This is an optimization exercise on Yosys and OpenROAD, whose aim is small area, not a production implementation. In this exercise RTL edits were held to simulation tests only and were not proved equivalent to the original. Power is estimated from default activity; no workload was simulated.

$ cat flow/run.sh
#!/bin/bash
# synth_recipe.tcl (not shown) runs the flow's synth.tcl, then flattens the netlist and writes it again
# the make line also repeats each setting of config.mk as NAME=value (left out here)
make -C /OpenROAD-flow-scripts/flow DESIGN_CONFIG=/design/flow/config.mk WORK_HOME=/design/flow/orfs CLKGATE_MAP_FILE= SYNTH_SCRIPT=/design/flow/synth_recipe.tcl finish
$ cat flow/config.mk
export PLATFORM = sky130hd
export DESIGN_NAME = alu_top
export DESIGN_NICKNAME = alu_top
export VERILOG_FILES = /design/flow/design.v
export SDC_FILE = /design/flow/constraint.sdc
export NUM_CORES = 4
export LEC_CHECK = 0
export CAP_MARGIN = 20
export CORE_MARGIN = 2
export CORE_UTILIZATION = 40
export SLEW_MARGIN = 20
$ cat flow/constraint.sdc
create_clock -name core_clock -period 6.5 [get_ports {clock}]
set_input_delay 1.3000 -clock core_clock [delete_from_list [all_inputs] [get_ports {clock}]]
set_output_delay 1.3000 -clock core_clock [all_outputs]
set_load 0.01 [all_outputs]
$ cat flow/design.v
module alu_top(clock, data_operandA, data_operandB, ctrl_ALUopcode, ctrl_shiftamt,
               data_result, isNotEqual, isLessThan, overflow);
    input clock;
    input [31:0] data_operandA, data_operandB;
    input [4:0] ctrl_ALUopcode, ctrl_shiftamt;
    output reg [31:0] data_result;
    output reg isNotEqual, isLessThan, overflow;
    reg [31:0] a_q, b_q;
    reg [4:0] op_q, sh_q;
    wire [31:0] res;
    wire ne, lt, ovf;
    alu u_alu(a_q, b_q, op_q, sh_q, res, ne, lt, ovf);
    always @(posedge clock) begin
        a_q <= data_operandA;
        b_q <= data_operandB;
        op_q <= ctrl_ALUopcode;
        sh_q <= ctrl_shiftamt;
        data_result <= res;
        isNotEqual <= ne;
        isLessThan <= lt;
        overflow <= ovf;
    end
endmodule

module alu(data_operandA, data_operandB, ctrl_ALUopcode, ctrl_shiftamt, data_result, isNotEqual, isLessThan, overflow);
   input [31:0] data_operandA, data_operandB;
   input [4:0] ctrl_ALUopcode, ctrl_shiftamt;
   output [31:0] data_result;
   output isNotEqual, isLessThan, overflow;
	wire [31:0] dataBWire, sum, andresult, orresult, sllresult, sraresult;
	wire cin, op00000, op00010, op00011, op00100, op00101, tempover, subandsame;
	and and0(op00000,~ctrl_ALUopcode[0],~ctrl_ALUopcode[1],~ctrl_ALUopcode[2],~ctrl_ALUopcode[3],~ctrl_ALUopcode[4]); 
	and and1(cin,ctrl_ALUopcode[0],~ctrl_ALUopcode[1],~ctrl_ALUopcode[2],~ctrl_ALUopcode[3],~ctrl_ALUopcode[4]);
	and and2(op00010,~ctrl_ALUopcode[0],ctrl_ALUopcode[1],~ctrl_ALUopcode[2],~ctrl_ALUopcode[3],~ctrl_ALUopcode[4]);
	and and3(op00011,ctrl_ALUopcode[0],ctrl_ALUopcode[1],~ctrl_ALUopcode[2],~ctrl_ALUopcode[3],~ctrl_ALUopcode[4]);
	and and4(op00100,~ctrl_ALUopcode[0],~ctrl_ALUopcode[1],ctrl_ALUopcode[2],~ctrl_ALUopcode[3],~ctrl_ALUopcode[4]);
	and and5(op00101,ctrl_ALUopcode[0],~ctrl_ALUopcode[1],ctrl_ALUopcode[2],~ctrl_ALUopcode[3],~ctrl_ALUopcode[4]);
	assign dataBWire = cin ? ~data_operandB: data_operandB;
	partialcarryLookAdder myadder(data_operandA, dataBWire, cin, sum, tempover);
	or or0(isNotEqual, sum[0], sum[1], sum[2], sum[3], sum[4], sum[5], sum[6], sum[7], sum[8], sum[9], sum[10], sum[11], sum[12], sum[13], sum[14], sum[15], sum[16], sum[17], sum[18], sum[19], sum[20], sum[21], sum[22], sum[23], sum[24], sum[25], sum[26], sum[27], sum[28], sum[29], sum[30], sum[31]);
	and and8(subandsame, cin, ~isNotEqual);
	wire temp, bothpos, bothposnegflag;
   and and9(bothpos, ~data_operandA[31], ~data_operandA[31]);
	and and7(bothposnegflag, bothpos, sum[31]);
	wire temp111;
	and and112(temp111, overflow, ~sum[31]);
	or or111(isLessThan, sum[31], temp111);
	wire cinnew;
	assign cinnew = subandsame ? 1'b0 : cin;
	bitAnd bitwiseAnd(andresult, data_operandA, data_operandB);
	bitOr bitwiseOr(orresult, data_operandA, data_operandB);
	sll sll1(sllresult, data_operandA, ctrl_shiftamt);
	sra sra1(sraresult, data_operandA, ctrl_shiftamt);
	wire temptempover;
	or or1(temptempover, bothposnegflag, tempover);
	and and10(overflow, temptempover, 	~subandsame);
	assign data_result = subandsame ? 32'b0: (op00000? sum: (cinnew?sum: (op00010? andresult: (op00011? orresult: (op00100? sllresult: (op00101? sraresult: sraresult))))));
endmodule
module sra(out, in, amt);
	input [31:0] in;
	input [4:0] amt;
	output [31:0] out;
	wire sigbit;
	assign sigbit = in[31];
	wire from0[31:0], from1[31:0], from2[31:0], from3[31:0];
	mux2to1 mux00(from0[0], in[0], in[1], amt[0]);
	mux2to1 mux01(from0[1], in[1], in[2], amt[0]);
	mux2to1 mux02(from0[2], in[2], in[3], amt[0]);
	mux2to1 mux03(from0[3], in[3], in[4], amt[0]);
	mux2to1 mux04(from0[4], in[4], in[5], amt[0]);
	mux2to1 mux05(from0[5], in[5], in[6], amt[0]);
	mux2to1 mux06(from0[6], in[6], in[7], amt[0]);
	mux2to1 mux07(from0[7], in[7], in[8], amt[0]);
	mux2to1 mux08(from0[8], in[8], in[9], amt[0]);
	mux2to1 mux09(from0[9], in[9], in[10], amt[0]);
	mux2to1 mux010(from0[10], in[10], in[11], amt[0]);
	mux2to1 mux011(from0[11], in[11], in[12], amt[0]);
	mux2to1 mux012(from0[12], in[12], in[13], amt[0]);
	mux2to1 mux013(from0[13], in[13], in[14], amt[0]);
	mux2to1 mux014(from0[14], in[14], in[15], amt[0]);
	mux2to1 mux015(from0[15], in[15], in[16], amt[0]);
	mux2to1 mux016(from0[16], in[16], in[17], amt[0]);
	mux2to1 mux017(from0[17], in[17], in[18], amt[0]);
	mux2to1 mux018(from0[18], in[18], in[19], amt[0]);
	mux2to1 mux019(from0[19], in[19], in[20], amt[0]);
	mux2to1 mux020(from0[20], in[20], in[21], amt[0]);
	mux2to1 mux021(from0[21], in[21], in[22], amt[0]);
	mux2to1 mux022(from0[22], in[22], in[23], amt[0]);
	mux2to1 mux023(from0[23], in[23], in[24], amt[0]);
	mux2to1 mux024(from0[24], in[24], in[25], amt[0]);
	mux2to1 mux025(from0[25], in[25], in[26], amt[0]);
	mux2to1 mux026(from0[26], in[26], in[27], amt[0]);
	mux2to1 mux027(from0[27], in[27], in[28], amt[0]);
	mux2to1 mux028(from0[28], in[28], in[29], amt[0]);
	mux2to1 mux029(from0[29], in[29], in[30], amt[0]);
	mux2to1 mux030(from0[30], in[30], in[31], amt[0]);
	mux2to1 mux031(from0[31], in[31], sigbit, amt[0]);
	mux2to1 mux10(from1[0], from0[0], from0[2], amt[1]);
	mux2to1 mux11(from1[1], from0[1], from0[3], amt[1]);
	mux2to1 mux12(from1[2], from0[2], from0[4], amt[1]);
	mux2to1 mux13(from1[3], from0[3], from0[5], amt[1]);
	mux2to1 mux14(from1[4], from0[4], from0[6], amt[1]);
	mux2to1 mux15(from1[5], from0[5], from0[7], amt[1]);
	mux2to1 mux16(from1[6], from0[6], from0[8], amt[1]);
	mux2to1 mux17(from1[7], from0[7], from0[9], amt[1]);
	mux2to1 mux18(from1[8], from0[8], from0[10], amt[1]);
	mux2to1 mux19(from1[9], from0[9], from0[11], amt[1]);
	mux2to1 mux110(from1[10], from0[10], from0[12], amt[1]);
	mux2to1 mux111(from1[11], from0[11], from0[13], amt[1]);
	mux2to1 mux112(from1[12], from0[12], from0[14], amt[1]);
	mux2to1 mux113(from1[13], from0[13], from0[15], amt[1]);
	mux2to1 mux114(from1[14], from0[14], from0[16], amt[1]);
	mux2to1 mux115(from1[15], from0[15], from0[17], amt[1]);
	mux2to1 mux116(from1[16], from0[16], from0[18], amt[1]);
	mux2to1 mux117(from1[17], from0[17], from0[19], amt[1]);
	mux2to1 mux118(from1[18], from0[18], from0[20], amt[1]);
	mux2to1 mux119(from1[19], from0[19], from0[21], amt[1]);
	mux2to1 mux120(from1[20], from0[20], from0[22], amt[1]);
	mux2to1 mux121(from1[21], from0[21], from0[23], amt[1]);
	mux2to1 mux122(from1[22], from0[22], from0[24], amt[1]);
	mux2to1 mux123(from1[23], from0[23], from0[25], amt[1]);
	mux2to1 mux124(from1[24], from0[24], from0[26], amt[1]);
	mux2to1 mux125(from1[25], from0[25], from0[27], amt[1]);
	mux2to1 mux126(from1[26], from0[26], from0[28], amt[1]);
	mux2to1 mux127(from1[27], from0[27], from0[29], amt[1]);
	mux2to1 mux128(from1[28], from0[28], from0[30], amt[1]);
	mux2to1 mux129(from1[29], from0[29], from0[31], amt[1]);
	mux2to1 mux130(from1[30], from0[30], sigbit, amt[1]);
	mux2to1 mux131(from1[31], from0[31], sigbit, amt[1]);
	mux2to1 mux20(from2[0], from1[0], from1[4], amt[2]);
	mux2to1 mux21(from2[1], from1[1], from1[5], amt[2]);
	mux2to1 mux22(from2[2], from1[2], from1[6], amt[2]);
	mux2to1 mux23(from2[3], from1[3], from1[7], amt[2]);
	mux2to1 mux24(from2[4], from1[4], from1[8], amt[2]);
	mux2to1 mux25(from2[5], from1[5], from1[9], amt[2]);
	mux2to1 mux26(from2[6], from1[6], from1[10], amt[2]);
	mux2to1 mux27(from2[7], from1[7], from1[11], amt[2]);
	mux2to1 mux28(from2[8], from1[8], from1[12], amt[2]);
	mux2to1 mux29(from2[9], from1[9], from1[13], amt[2]);
	mux2to1 mux210(from2[10], from1[10], from1[14], amt[2]);
	mux2to1 mux211(from2[11], from1[11], from1[15], amt[2]);
	mux2to1 mux212(from2[12], from1[12], from1[16], amt[2]);
	mux2to1 mux213(from2[13], from1[13], from1[17], amt[2]);
	mux2to1 mux214(from2[14], from1[14], from1[18], amt[2]);
	mux2to1 mux215(from2[15], from1[15], from1[19], amt[2]);
	mux2to1 mux216(from2[16], from1[16], from1[20], amt[2]);
	mux2to1 mux217(from2[17], from1[17], from1[21], amt[2]);
	mux2to1 mux218(from2[18], from1[18], from1[22], amt[2]);
	mux2to1 mux219(from2[19], from1[19], from1[23], amt[2]);
	mux2to1 mux220(from2[20], from1[20], from1[24], amt[2]);
	mux2to1 mux221(from2[21], from1[21], from1[25], amt[2]);
	mux2to1 mux222(from2[22], from1[22], from1[26], amt[2]);
	mux2to1 mux223(from2[23], from1[23], from1[27], amt[2]);
	mux2to1 mux224(from2[24], from1[24], from1[28], amt[2]);
	mux2to1 mux225(from2[25], from1[25], from1[29], amt[2]);
	mux2to1 mux226(from2[26], from1[26], from1[30], amt[2]);
	mux2to1 mux227(from2[27], from1[27], from1[31], amt[2]);
	mux2to1 mux228(from2[28], from1[28], sigbit, amt[2]);
	mux2to1 mux229(from2[29], from1[29], sigbit, amt[2]);
	mux2to1 mux230(from2[30], from1[30], sigbit, amt[2]);
	mux2to1 mux231(from2[31], from1[31], sigbit, amt[2]);
	mux2to1 mux30(from3[0], from2[0], from2[8], amt[3]);
	mux2to1 mux31(from3[1], from2[1], from2[9], amt[3]);
	mux2to1 mux32(from3[2], from2[2], from2[10], amt[3]);
	mux2to1 mux33(from3[3], from2[3], from2[11], amt[3]);
	mux2to1 mux34(from3[4], from2[4], from2[12], amt[3]);
	mux2to1 mux35(from3[5], from2[5], from2[13], amt[3]);
	mux2to1 mux36(from3[6], from2[6], from2[14], amt[3]);
	mux2to1 mux37(from3[7], from2[7], from2[15], amt[3]);
	mux2to1 mux38(from3[8], from2[8], from2[16], amt[3]);
	mux2to1 mux39(from3[9], from2[9], from2[17], amt[3]);
	mux2to1 mux310(from3[10], from2[10], from2[18], amt[3]);
	mux2to1 mux311(from3[11], from2[11], from2[19], amt[3]);
	mux2to1 mux312(from3[12], from2[12], from2[20], amt[3]);
	mux2to1 mux313(from3[13], from2[13], from2[21], amt[3]);
	mux2to1 mux314(from3[14], from2[14], from2[22], amt[3]);
	mux2to1 mux315(from3[15], from2[15], from2[23], amt[3]);
	mux2to1 mux316(from3[16], from2[16], from2[24], amt[3]);
	mux2to1 mux317(from3[17], from2[17], from2[25], amt[3]);
	mux2to1 mux318(from3[18], from2[18], from2[26], amt[3]);
	mux2to1 mux319(from3[19], from2[19], from2[27], amt[3]);
	mux2to1 mux320(from3[20], from2[20], from2[28], amt[3]);
	mux2to1 mux321(from3[21], from2[21], from2[29], amt[3]);
	mux2to1 mux322(from3[22], from2[22], from2[30], amt[3]);
	mux2to1 mux323(from3[23], from2[23], from2[31], amt[3]);
	mux2to1 mux324(from3[24], from2[24], sigbit, amt[3]);
	mux2to1 mux325(from3[25], from2[25], sigbit, amt[3]);
	mux2to1 mux326(from3[26], from2[26], sigbit, amt[3]);
	mux2to1 mux327(from3[27], from2[27], sigbit, amt[3]);
	mux2to1 mux328(from3[28], from2[28], sigbit, amt[3]);
	mux2to1 mux329(from3[29], from2[29], sigbit, amt[3]);
	mux2to1 mux330(from3[30], from2[30], sigbit, amt[3]);
	mux2to1 mux331(from3[31], from2[31], sigbit, amt[3]);
	mux2to1 mux40(out[0], from3[0], from3[16], amt[4]);
	mux2to1 mux41(out[1], from3[1], from3[17], amt[4]);
	mux2to1 mux42(out[2], from3[2], from3[18], amt[4]);
	mux2to1 mux43(out[3], from3[3], from3[19], amt[4]);
	mux2to1 mux44(out[4], from3[4], from3[20], amt[4]);
	mux2to1 mux45(out[5], from3[5], from3[21], amt[4]);
	mux2to1 mux46(out[6], from3[6], from3[22], amt[4]);
	mux2to1 mux47(out[7], from3[7], from3[23], amt[4]);
	mux2to1 mux48(out[8], from3[8], from3[24], amt[4]);
	mux2to1 mux49(out[9], from3[9], from3[25], amt[4]);
	mux2to1 mux410(out[10], from3[10], from3[26], amt[4]);
	mux2to1 mux411(out[11], from3[11], from3[27], amt[4]);
	mux2to1 mux412(out[12], from3[12], from3[28], amt[4]);
	mux2to1 mux413(out[13], from3[13], from3[29], amt[4]);
	mux2to1 mux414(out[14], from3[14], from3[30], amt[4]);
	mux2to1 mux415(out[15], from3[15], from3[31], amt[4]);
	mux2to1 mux416(out[16], from3[16], sigbit, amt[4]);
	mux2to1 mux417(out[17], from3[17], sigbit, amt[4]);
	mux2to1 mux418(out[18], from3[18], sigbit, amt[4]);
	mux2to1 mux419(out[19], from3[19], sigbit, amt[4]);
	mux2to1 mux420(out[20], from3[20], sigbit, amt[4]);
	mux2to1 mux421(out[21], from3[21], sigbit, amt[4]);
	mux2to1 mux422(out[22], from3[22], sigbit, amt[4]);
	mux2to1 mux423(out[23], from3[23], sigbit, amt[4]);
	mux2to1 mux424(out[24], from3[24], sigbit, amt[4]);
	mux2to1 mux425(out[25], from3[25], sigbit, amt[4]);
	mux2to1 mux426(out[26], from3[26], sigbit, amt[4]);
	mux2to1 mux427(out[27], from3[27], sigbit, amt[4]);
	mux2to1 mux428(out[28], from3[28], sigbit, amt[4]);
	mux2to1 mux429(out[29], from3[29], sigbit, amt[4]);
	mux2to1 mux430(out[30], from3[30], sigbit, amt[4]);
	mux2to1 mux431(out[31], from3[31], sigbit, amt[4]);
endmodule
module sll(out, in, amt);
	input[31:0] in;
	input[4:0] amt;
	output[31:0] out;
	wire zero;
	assign zero = 0;
	wire from0[31:0], from1[31:0], from2[31:0], from3[31:0];
	mux2to1 mux00(from0[0], in[0], zero, amt[0]);
	mux2to1 mux01(from0[1], in[1], in[0], amt[0]);
	mux2to1 mux02(from0[2], in[2], in[1], amt[0]);
	mux2to1 mux03(from0[3], in[3], in[2], amt[0]);
	mux2to1 mux04(from0[4], in[4], in[3], amt[0]);
	mux2to1 mux05(from0[5], in[5], in[4], amt[0]);
	mux2to1 mux06(from0[6], in[6], in[5], amt[0]);
	mux2to1 mux07(from0[7], in[7], in[6], amt[0]);
	mux2to1 mux08(from0[8], in[8], in[7], amt[0]);
	mux2to1 mux09(from0[9], in[9], in[8], amt[0]);
	mux2to1 mux010(from0[10], in[10], in[9], amt[0]);
	mux2to1 mux011(from0[11], in[11], in[10], amt[0]);
	mux2to1 mux012(from0[12], in[12], in[11], amt[0]);
	mux2to1 mux013(from0[13], in[13], in[12], amt[0]);
	mux2to1 mux014(from0[14], in[14], in[13], amt[0]);
	mux2to1 mux015(from0[15], in[15], in[14], amt[0]);
	mux2to1 mux016(from0[16], in[16], in[15], amt[0]);
	mux2to1 mux017(from0[17], in[17], in[16], amt[0]);
	mux2to1 mux018(from0[18], in[18], in[17], amt[0]);
	mux2to1 mux019(from0[19], in[19], in[18], amt[0]);
	mux2to1 mux020(from0[20], in[20], in[19], amt[0]);
	mux2to1 mux021(from0[21], in[21], in[20], amt[0]);
	mux2to1 mux022(from0[22], in[22], in[21], amt[0]);
	mux2to1 mux023(from0[23], in[23], in[22], amt[0]);
	mux2to1 mux024(from0[24], in[24], in[23], amt[0]);
	mux2to1 mux025(from0[25], in[25], in[24], amt[0]);
	mux2to1 mux026(from0[26], in[26], in[25], amt[0]);
	mux2to1 mux027(from0[27], in[27], in[26], amt[0]);
	mux2to1 mux028(from0[28], in[28], in[27], amt[0]);
	mux2to1 mux029(from0[29], in[29], in[28], amt[0]);
	mux2to1 mux030(from0[30], in[30], in[29], amt[0]);
	mux2to1 mux031(from0[31], in[31], in[30], amt[0]);
	mux2to1 mux10(from1[0], from0[0], zero, amt[1]);
	mux2to1 mux11(from1[1], from0[1], zero, amt[1]);
	mux2to1 mux12(from1[2], from0[2], from0[0], amt[1]);
	mux2to1 mux13(from1[3], from0[3], from0[1], amt[1]);
	mux2to1 mux14(from1[4], from0[4], from0[2], amt[1]);
	mux2to1 mux15(from1[5], from0[5], from0[3], amt[1]);
	mux2to1 mux16(from1[6], from0[6], from0[4], amt[1]);
	mux2to1 mux17(from1[7], from0[7], from0[5], amt[1]);
	mux2to1 mux18(from1[8], from0[8], from0[6], amt[1]);
	mux2to1 mux19(from1[9], from0[9], from0[7], amt[1]);
	mux2to1 mux110(from1[10], from0[10], from0[8], amt[1]);
	mux2to1 mux111(from1[11], from0[11], from0[9], amt[1]);
	mux2to1 mux112(from1[12], from0[12], from0[10], amt[1]);
	mux2to1 mux113(from1[13], from0[13], from0[11], amt[1]);
	mux2to1 mux114(from1[14], from0[14], from0[12], amt[1]);
	mux2to1 mux115(from1[15], from0[15], from0[13], amt[1]);
	mux2to1 mux116(from1[16], from0[16], from0[14], amt[1]);
	mux2to1 mux117(from1[17], from0[17], from0[15], amt[1]);
	mux2to1 mux118(from1[18], from0[18], from0[16], amt[1]);
	mux2to1 mux119(from1[19], from0[19], from0[17], amt[1]);
	mux2to1 mux120(from1[20], from0[20], from0[18], amt[1]);
	mux2to1 mux121(from1[21], from0[21], from0[19], amt[1]);
	mux2to1 mux122(from1[22], from0[22], from0[20], amt[1]);
	mux2to1 mux123(from1[23], from0[23], from0[21], amt[1]);
	mux2to1 mux124(from1[24], from0[24], from0[22], amt[1]);
	mux2to1 mux125(from1[25], from0[25], from0[23], amt[1]);
	mux2to1 mux126(from1[26], from0[26], from0[24], amt[1]);
	mux2to1 mux127(from1[27], from0[27], from0[25], amt[1]);
	mux2to1 mux128(from1[28], from0[28], from0[26], amt[1]);
	mux2to1 mux129(from1[29], from0[29], from0[27], amt[1]);
	mux2to1 mux130(from1[30], from0[30], from0[28], amt[1]);
	mux2to1 mux131(from1[31], from0[31], from0[29], amt[1]);
	mux2to1 mux20(from2[0], from1[0], zero, amt[2]);
	mux2to1 mux21(from2[1], from1[1], zero, amt[2]);
	mux2to1 mux22(from2[2], from1[2], zero, amt[2]);
	mux2to1 mux23(from2[3], from1[3], zero, amt[2]);
	mux2to1 mux24(from2[4], from1[4], from1[0], amt[2]);
	mux2to1 mux25(from2[5], from1[5], from1[1], amt[2]);
	mux2to1 mux26(from2[6], from1[6], from1[2], amt[2]);
	mux2to1 mux27(from2[7], from1[7], from1[3], amt[2]);
	mux2to1 mux28(from2[8], from1[8], from1[4], amt[2]);
	mux2to1 mux29(from2[9], from1[9], from1[5], amt[2]);
	mux2to1 mux210(from2[10], from1[10], from1[6], amt[2]);
	mux2to1 mux211(from2[11], from1[11], from1[7], amt[2]);
	mux2to1 mux212(from2[12], from1[12], from1[8], amt[2]);
	mux2to1 mux213(from2[13], from1[13], from1[9], amt[2]);
	mux2to1 mux214(from2[14], from1[14], from1[10], amt[2]);
	mux2to1 mux215(from2[15], from1[15], from1[11], amt[2]);
	mux2to1 mux216(from2[16], from1[16], from1[12], amt[2]);
	mux2to1 mux217(from2[17], from1[17], from1[13], amt[2]);
	mux2to1 mux218(from2[18], from1[18], from1[14], amt[2]);
	mux2to1 mux219(from2[19], from1[19], from1[15], amt[2]);
	mux2to1 mux220(from2[20], from1[20], from1[16], amt[2]);
	mux2to1 mux221(from2[21], from1[21], from1[17], amt[2]);
	mux2to1 mux222(from2[22], from1[22], from1[18], amt[2]);
	mux2to1 mux223(from2[23], from1[23], from1[19], amt[2]);
	mux2to1 mux224(from2[24], from1[24], from1[20], amt[2]);
	mux2to1 mux225(from2[25], from1[25], from1[21], amt[2]);
	mux2to1 mux226(from2[26], from1[26], from1[22], amt[2]);
	mux2to1 mux227(from2[27], from1[27], from1[23], amt[2]);
	mux2to1 mux228(from2[28], from1[28], from1[24], amt[2]);
	mux2to1 mux229(from2[29], from1[29], from1[25], amt[2]);
	mux2to1 mux230(from2[30], from1[30], from1[26], amt[2]);
	mux2to1 mux231(from2[31], from1[31], from1[27], amt[2]);
	mux2to1 mux30(from3[0], from2[0], zero, amt[3]);
	mux2to1 mux31(from3[1], from2[1], zero, amt[3]);
	mux2to1 mux32(from3[2], from2[2], zero, amt[3]);
	mux2to1 mux33(from3[3], from2[3], zero, amt[3]);
	mux2to1 mux34(from3[4], from2[4], zero, amt[3]);
	mux2to1 mux35(from3[5], from2[5], zero, amt[3]);
	mux2to1 mux36(from3[6], from2[6], zero, amt[3]);
	mux2to1 mux37(from3[7], from2[7], zero, amt[3]);
	mux2to1 mux38(from3[8], from2[8], from2[0], amt[3]);
	mux2to1 mux39(from3[9], from2[9], from2[1], amt[3]);
	mux2to1 mux310(from3[10], from2[10], from2[2], amt[3]);
	mux2to1 mux311(from3[11], from2[11], from2[3], amt[3]);
	mux2to1 mux312(from3[12], from2[12], from2[4], amt[3]);
	mux2to1 mux313(from3[13], from2[13], from2[5], amt[3]);
	mux2to1 mux314(from3[14], from2[14], from2[6], amt[3]);
	mux2to1 mux315(from3[15], from2[15], from2[7], amt[3]);
	mux2to1 mux316(from3[16], from2[16], from2[8], amt[3]);
	mux2to1 mux317(from3[17], from2[17], from2[9], amt[3]);
	mux2to1 mux318(from3[18], from2[18], from2[10], amt[3]);
	mux2to1 mux319(from3[19], from2[19], from2[11], amt[3]);
	mux2to1 mux320(from3[20], from2[20], from2[12], amt[3]);
	mux2to1 mux321(from3[21], from2[21], from2[13], amt[3]);
	mux2to1 mux322(from3[22], from2[22], from2[14], amt[3]);
	mux2to1 mux323(from3[23], from2[23], from2[15], amt[3]);
	mux2to1 mux324(from3[24], from2[24], from2[16], amt[3]);
	mux2to1 mux325(from3[25], from2[25], from2[17], amt[3]);
	mux2to1 mux326(from3[26], from2[26], from2[18], amt[3]);
	mux2to1 mux327(from3[27], from2[27], from2[19], amt[3]);
	mux2to1 mux328(from3[28], from2[28], from2[20], amt[3]);
	mux2to1 mux329(from3[29], from2[29], from2[21], amt[3]);
	mux2to1 mux330(from3[30], from2[30], from2[22], amt[3]);
	mux2to1 mux331(from3[31], from2[31], from2[23], amt[3]);
	mux2to1 mux40(out[0], from3[0], zero, amt[4]);
	mux2to1 mux41(out[1], from3[1], zero, amt[4]);
	mux2to1 mux42(out[2], from3[2], zero, amt[4]);
	mux2to1 mux43(out[3], from3[3], zero, amt[4]);
	mux2to1 mux44(out[4], from3[4], zero, amt[4]);
	mux2to1 mux45(out[5], from3[5], zero, amt[4]);
	mux2to1 mux46(out[6], from3[6], zero, amt[4]);
	mux2to1 mux47(out[7], from3[7], zero, amt[4]);
	mux2to1 mux48(out[8], from3[8], zero, amt[4]);
	mux2to1 mux49(out[9], from3[9], zero, amt[4]);
	mux2to1 mux410(out[10], from3[10], zero, amt[4]);
	mux2to1 mux411(out[11], from3[11], zero, amt[4]);
	mux2to1 mux412(out[12], from3[12], zero, amt[4]);
	mux2to1 mux413(out[13], from3[13], zero, amt[4]);
	mux2to1 mux414(out[14], from3[14], zero, amt[4]);
	mux2to1 mux415(out[15], from3[15], zero, amt[4]);
	mux2to1 mux416(out[16], from3[16], from3[0], amt[4]);
	mux2to1 mux417(out[17], from3[17], from3[1], amt[4]);
	mux2to1 mux418(out[18], from3[18], from3[2], amt[4]);
	mux2to1 mux419(out[19], from3[19], from3[3], amt[4]);
	mux2to1 mux420(out[20], from3[20], from3[4], amt[4]);
	mux2to1 mux421(out[21], from3[21], from3[5], amt[4]);
	mux2to1 mux422(out[22], from3[22], from3[6], amt[4]);
	mux2to1 mux423(out[23], from3[23], from3[7], amt[4]);
	mux2to1 mux424(out[24], from3[24], from3[8], amt[4]);
	mux2to1 mux425(out[25], from3[25], from3[9], amt[4]);
	mux2to1 mux426(out[26], from3[26], from3[10], amt[4]);
	mux2to1 mux427(out[27], from3[27], from3[11], amt[4]);
	mux2to1 mux428(out[28], from3[28], from3[12], amt[4]);
	mux2to1 mux429(out[29], from3[29], from3[13], amt[4]);
	mux2to1 mux430(out[30], from3[30], from3[14], amt[4]);
	mux2to1 mux431(out[31], from3[31], from3[15], amt[4]);
endmodule
module mux2to1(out, in1, in2, sel);
	input in1, in2, sel;
	output out;
	assign out = sel? in2: in1;
endmodule
module bitOr(out, in1, in2);
	input[31:0] in1, in2;
	output[31:0] out;
	or or0(out[0], in1[0], in2[0]);
	or or1(out[1], in1[1], in2[1]);
	or or2(out[2], in1[2], in2[2]);
	or or3(out[3], in1[3], in2[3]);
	or or4(out[4], in1[4], in2[4]);
	or or5(out[5], in1[5], in2[5]);
	or or6(out[6], in1[6], in2[6]);
	or or7(out[7], in1[7], in2[7]);
	or or8(out[8], in1[8], in2[8]);
	or or9(out[9], in1[9], in2[9]);
	or or10(out[10], in1[10], in2[10]);
	or or11(out[11], in1[11], in2[11]);
	or or12(out[12], in1[12], in2[12]);
	or or13(out[13], in1[13], in2[13]);
	or or14(out[14], in1[14], in2[14]);
	or or15(out[15], in1[15], in2[15]);
	or or16(out[16], in1[16], in2[16]);
	or or17(out[17], in1[17], in2[17]);
	or or18(out[18], in1[18], in2[18]);
	or or19(out[19], in1[19], in2[19]);
	or or20(out[20], in1[20], in2[20]);
	or or21(out[21], in1[21], in2[21]);
	or or22(out[22], in1[22], in2[22]);
	or or23(out[23], in1[23], in2[23]);
	or or24(out[24], in1[24], in2[24]);
	or or25(out[25], in1[25], in2[25]);
	or or26(out[26], in1[26], in2[26]);
	or or27(out[27], in1[27], in2[27]);
	or or28(out[28], in1[28], in2[28]);
	or or29(out[29], in1[29], in2[29]);
	or or30(out[30], in1[30], in2[30]);
	or or31(out[31], in1[31], in2[31]);
endmodule
module bitAnd(out, in1, in2);
	input[31:0] in1, in2;
	output[31:0] out;
	and and0(out[0], in1[0], in2[0]);
	and and1(out[1], in1[1], in2[1]);
	and and2(out[2], in1[2], in2[2]);
	and and3(out[3], in1[3], in2[3]);
	and and4(out[4], in1[4], in2[4]);
	and and5(out[5], in1[5], in2[5]);
	and and6(out[6], in1[6], in2[6]);
	and and7(out[7], in1[7], in2[7]);
	and and8(out[8], in1[8], in2[8]);
	and and9(out[9], in1[9], in2[9]);
	and and10(out[10], in1[10], in2[10]);
	and and11(out[11], in1[11], in2[11]);
	and and12(out[12], in1[12], in2[12]);
	and and13(out[13], in1[13], in2[13]);
	and and14(out[14], in1[14], in2[14]);
	and and15(out[15], in1[15], in2[15]);
	and and16(out[16], in1[16], in2[16]);
	and and17(out[17], in1[17], in2[17]);
	and and18(out[18], in1[18], in2[18]);
	and and19(out[19], in1[19], in2[19]);
	and and20(out[20], in1[20], in2[20]);
	and and21(out[21], in1[21], in2[21]);
	and and22(out[22], in1[22], in2[22]);
	and and23(out[23], in1[23], in2[23]);
	and and24(out[24], in1[24], in2[24]);
	and and25(out[25], in1[25], in2[25]);
	and and26(out[26], in1[26], in2[26]);
	and and27(out[27], in1[27], in2[27]);
	and and28(out[28], in1[28], in2[28]);
	and and29(out[29], in1[29], in2[29]);
	and and30(out[30], in1[30], in2[30]);
	and and31(out[31], in1[31], in2[31]);
endmodule
module partialcarryLookAdder(in1, in2, cin, sum, cout);
    input [31:0] in1, in2;
    input cin;
    output [31:0] sum;
    output cout;
	 wire c1, c2, c3, c4, c5, c6, c7;
	 cla4 cla03(in1[3:0], in2[3:0], cin, sum[3:0], c1);
	 cla4 cla47(in1[7:4], in2[7:4], c1, sum[7:4], c2);
	 cla4 cla811(in1[11:8], in2[11:8], c2, sum[11:8], c3);
	 cla4 cla1215(in1[15:12], in2[15:12], c3, sum[15:12], c4);
	 cla4 cla1619(in1[19:16], in2[19:16], c4, sum[19:16], c5);
	 cla4 cla2023(in1[23:20], in2[23:20], c5, sum[23:20], c6);
	 cla4 cla2427(in1[27:24], in2[27:24], c6, sum[27:24], c7);
	 cla4 cla2831(in1[31:28], in2[31:28], c7, sum[31:28], cout);
endmodule
module cla4(in1, in2, cin, sum, cout);
	input[3:0] in1, in2;
	input cin;
	output cout;
	output[3:0] sum;
	wire gminus1, g0, p0, g1, p1, g2, p2, g3, p3, c1, c2, c3;
	assign gminus1 = cin;
	carryLookCell myclc0(in1[0], in2[0], cin, g0, p0, sum[0]);
	wire temp1;
	and and1(temp1, gminus1, p0);
	or or1(c1, temp1, g0);
	carryLookCell myclc1(in1[1], in2[1], c1, g1, p1, sum[1]);
	wire temp2, temp3;
	and and2(temp2, gminus1, p0, p1);
	and and3(temp3, g0, p1);
	or or2(c2, temp2, temp3, g1);
	carryLookCell myclc2(in1[2], in2[2], c2, g2, p2, sum[2]);
	wire temp4, temp5, temp6;
	and and4(temp4, gminus1, p0, p1, p2);
	and and5(temp5, g0, p1, p2);
	and and6(temp6, g1, p2);
	or or3(c3, temp4, temp5, temp6, g2);
	carryLookCell myclc3(in1[3], in2[3], c3, g3, p3, sum[3]);
	wire temp7, temp8, temp9, temp10;
	and and7(temp7, gminus1, p0, p1, p2, p3);
	and and8(temp8, g0, p1, p2, p3);
	and and9(temp9, g1, p2, p3);
	and and10(temp10, g2, p3);
	or or4(cout, temp7, temp8, temp9, temp10, g3);
endmodule
module carryLookCell(in1, in2, cin, gout, pout, sout);
    input in1, in2, cin;
    output gout, pout, sout;
    wire temp;
    and myand(gout, in1, in2);
    or myor(pout, in1, in2);
	 xor myxor(sout, cin, in1, in2);
endmodule
==> flow_metrics.env <==
export IMPL_via_per_inst=6.008
export IMPL_synth_fa_ha_area_share_pct=3.970
export IMPL_crit_path_max_fanout=16
export IMPL_cts_tree="built"
export IMPL_fmax_ghz=0.1633
export IMPL_drtIter0Drc=976
export IMPL_syn_area_um2=9454
export IMPL_synth_distinct_cells=80
export IMPL_avgSynthCellArea_um2=7.724
export IMPL_synthToLayoutAreaGrowth_pct=16.85
export IMPL_drt_wirelength_per_cell_um=20.99
export IMPL_yosys_area_share_simple_pct=15.87
export IMPL_overflow=0
export IMPL_maxSlewHeadroom_pct=29.95
export IMPL_grt_first_pass_wirelength_um=50090
export IMPL_max_vdd_ir_drop_mv=0.1174
export IMPL_wl_um=32930
export IMPL_p_per_area_nw_per_um2=198.5
export IMPL_dieHeight_um=157.7
export IMPL_finalCritPeriodShare_pct=94.19
export IMPL_synth_compound_area_share_pct=27.58
export IMPL_endpoint="data_result[1]"
export IMPL_synth_xor_area_share_pct=8.298
export IMPL_cts_root_buf="clkbuf_16"
export IMPL_synth_common_cells="112 x nand2_1, 112 x o21ai_0, 109 x dfxtp_1"
export IMPL_design_area_um2=11050
export IMPL_grt_pass1_vias=8373
export IMPL_ctsHoldBuffers=0
export IMPL_cp_data_arrival_time_ns=6.42
export IMPL_dp_hpwl_um=25050
export IMPL_maxCapViolCount=0
export IMPL_rows=56
export IMPL_worst_pin_slew_ns=1.051
export IMPL_dieWidth_um=157.7
export IMPL_ys_ff_latch=109
export IMPL_crit_start="op_q[2]"
export IMPL_setup_violations_final=0
export IMPL_post_dp_cell_area_um2=10650
export IMPL_worst_hold_path_num_cells=2
export IMPL_ff2ff_path_depth=27
export IMPL_io_pins=110
export IMPL_min_path_type="flop to flop"
export IMPL_cts_sinks=109
export IMPL_seq_area_frac_synth_pct=23.08
export IMPL_finClkSkew_ns=0.01365
export IMPL_period_minus_slack_ns=6.123
export IMPL_holdWs_ns=0.7661
export IMPL_post_route_drc_count=0
export IMPL_rsz0062_at_grt="no"
export IMPL_async_flop_share_pct=0
export IMPL_clk_pin_slew_ns=0.08
export IMPL_r2r_end="data_result[1]"
export IMPL_crit_required_ns=6.80
export IMPL_worstSetupPathType="flop to flop"
export IMPL_grtUsageTotal_pct=26.51
export IMPL_gp_congestion=0.9482
export IMPL_status="timing/DRC/antenna clean"
export IMPL_fillers=2332
export IMPL_die_area_um2=24880
export IMPL_synthTopCellsByArea="dfxtp_1 23%, mux2i_1 10%, xnor2_1 6.7%"
export IMPL_num_vias=9426
export IMPL_drt_pass1_iter_count=6
export IMPL_fin_setup_tns_ns=0
export IMPL_cts_max_level=3
export IMPL_synth_edf_count=0
export IMPL_post_route_cells_drive_above_1_share_pct=8.006
export IMPL_synth_nets=1308
export IMPL_core_um2=23330
export IMPL_port_buffers=109
export IMPL_synth_top_family_by_area="compound AO/OA/AOI/OAI gates"
export IMPL_worstSkewPairLatency_ns=0.36
export IMPL_synth_ff_type="dfxtp_1"
export IMPL_rr_startpoint="op_q[2]"
export IMPL_synth_warnings=3
export IMPL_floorplan_initialDensity_pct=40.52
export IMPL_antenna_found_initial=2
export IMPL_antenna_left=0
export IMPL_finalCoreUtilization_pct=47.35
export IMPL_synth_top_cell_area_share_pct=23.08
export IMPL_grt_max_degree=67
export IMPL_worst_setup_path_end_kind="flop"
export IMPL_start_kind="flop"
export IMPL_yosysTopAreaCell="dfxtp_1"
export IMPL_cellLeakagePower_nw=4.230
export IMPL_reg2reg_slack_ns=0.38
export IMPL_clk_path_buf_depth=2
export IMPL_nets=1329
export IMPL_cts_buffers_inserted=9
export IMPL_hold_viol=0
export IMPL_synth_area_mux_share_pct=14.56
export IMPL_drv_slew=0
export IMPL_synth_cells=1224
## critical path: stages (launching register included)
cell	delay [ns]
dfxtp_1	0.36
or4_4	0.63
or4_1	0.42
o221ai_1	0.11
a22oi_1	0.15
o2111a_1	0.29
a21oi_2	0.20
a41o_1	0.25
o21ai_0	0.13
a22oi_2	0.39
a21oi_1	0.12
nor2_1	0.12
o21ai_1	0.10
fa_1	0.45
xnor2_1	0.15
xnor2_1	0.27
nand2_1	0.08
o21ai_0	0.08
nand3_1	0.13
nor3_1	0.20
nand3_1	0.09
nor4_1	0.19
nand4b_1	0.18
a2111oi_4	0.26
o31ai_2	0.18
o21ai_4	0.20
buf_12	0.16
o211a_1	0.15
## kinds of logic (layout without fill, tap and decap cells)
group / Yosys count / after routing
AOI/OAI and AO/OA: 388 / 388
xor gates and xnor gates: 88 / 88
adders and majority gates: 30 / 30
buffers and inverters: 163 / 188
DFF: 109 / 109
muxes: 118 / 118
other: 0 / 1
and+or+nand+nor: 328 / 328
## flip-flops by register name, indices dropped and copies added, names as in the netlist
name / flops
b_q: 32
isLessThan: 1
data_result: 32
op_q: 5
isNotEqual: 1
overflow: 1
a_q: 32
sh_q: 5
## what timing repair did
action / in CTS / in global routing
pin swaps: 1 / 3
setup buffers: 1 / 5
gates resized for setup: 0 / 7
setup endpoints to repair: 10 / 20
## stage by stage
step | power, mW | cells | setup WS [ns]
after global placement | 1.596 | 1547 | 0.1576
after CTS | 2.185 | 1563 | 0.1129
after detailed placement | 1.599 | 1547 | 0.04858
after global routing | 2.303 | 1568 | 0.009382
after floorplan | 1.307 | 1224 | 0.8868
final | 2.192 | 1569 | 0.3774
## cell usage in the layout (no fill, tap or decap), types with 5 or more instances in the layout
cell             netlist  routed
a211oi_1              31      31
a21oi_1               90      90
a221o_1                6       6
a22o_1                 6       6
a22oi_1                8       7
a31oi_1                6       6
and2_1                 6       6
and3_1                 5       5
buf_4                  1      31
clkbuf_16              0       9
clkdlybuf4s50_1        0     109
dfxtp_1              109     104
dfxtp_2                0       5
fa_1                   7       7
inv_1                 29      29
maj3_1                21      21
mux2_2                 6       6
mux2i_1               97      97
mux4_2                15      15
nand2_1              112     112
nand2b_1              17      17
nand3_1               20      20
nor2_1                97      95
nor3_1                32      32
nor4_1                 6       6
o211a_1               17      17
o211ai_1              27      27
o21a_1                 9       9
o21ai_0              112     110
o21ai_1                3       5
o221ai_1              14      14
o22ai_1                6       6
o31ai_1                7       7
or2_2                  5       5
xnor2_1               72      71
xor2_1                15      15
## final cells by class
cell class | instances | area (um^2) | area share (%)
Antenna cell | 1 | 2.502 | 0.02265
Clock buffer | 9 | 225.2 | 2.039
Multi-Input combinational cell | 952 | 6686 | 60.53
Inverter | 32 | 120.1 | 1.087
Tap cell | 319 | 399.1 | 3.613
Clock inverter | 6 | 81.33 | 0.7362
Timing Repair Buffer | 141 | 1344 | 12.16
Sequential cell | 109 | 2188 | 19.81
## metal layers
layer | vias to the layer above | track usage [%] | part of all wire [%]
met5 | - | 0 | 0.030
met4 | 2 | 7.706 | 2.3
met3 | 43 | 4.462 | 8.3
met2 | 445 | 40.81 | 45
met1 | 4457 | 37.92 | 45
li1 | 4479 | - | -
## worst min-delay path by stage
stage | slack, ns | end | start
after global routing | 0.83 | data_result[0] | op_q[4]
after floorplan | 0.60 | data_result[16] | a_q[16]
after detailed placement | 0.76 | data_result[24] | a_q[24]
final | 0.77 | data_result[0] | op_q[4]
after global placement | 0.77 | data_result[24] | a_q[24]
after CTS | 0.79 | data_result[24] | a_q[24]
## where the power goes
group / total (mW) / switching (mW) / internal [mW]
Clock: 0.584 / 0.278 / 0.306
Combinational: 0.792 / 0.429 / 0.363
Sequential: 0.816 / 0.0914 / 0.725

[what the ideal ports hide]
The results above use ideal ports. As a check the final layout listed here was re-extracted and re-timed, cells and wires unchanged.
Step 1, drivers: a clkbuf_16 drives clock and a buf_2 each remaining input, both assumed.
Step 2 moves the port delays by t, midway between the first and last clock arrival at a register: inputs arrive t later, outputs are due t later. That takes back most of the time a late clock gives input paths.
Slacks: ideal ports / drivers / drivers and shift; pairs: ideal ports / drivers.
t (ns): 0.408
slack for setup (ns): 0.377 / 0.377 / 0.377
worst setup path after step 2: register to register
clock arrival spread, ns: 0.014 / 0.013
worst register clock-pin slew, ns: 0.08 / 0.08
After both steps this run still meets setup and hold. For this run, drivers alone change the setup slack by 0.000 ns; drivers and shift together by 0.000 ns.
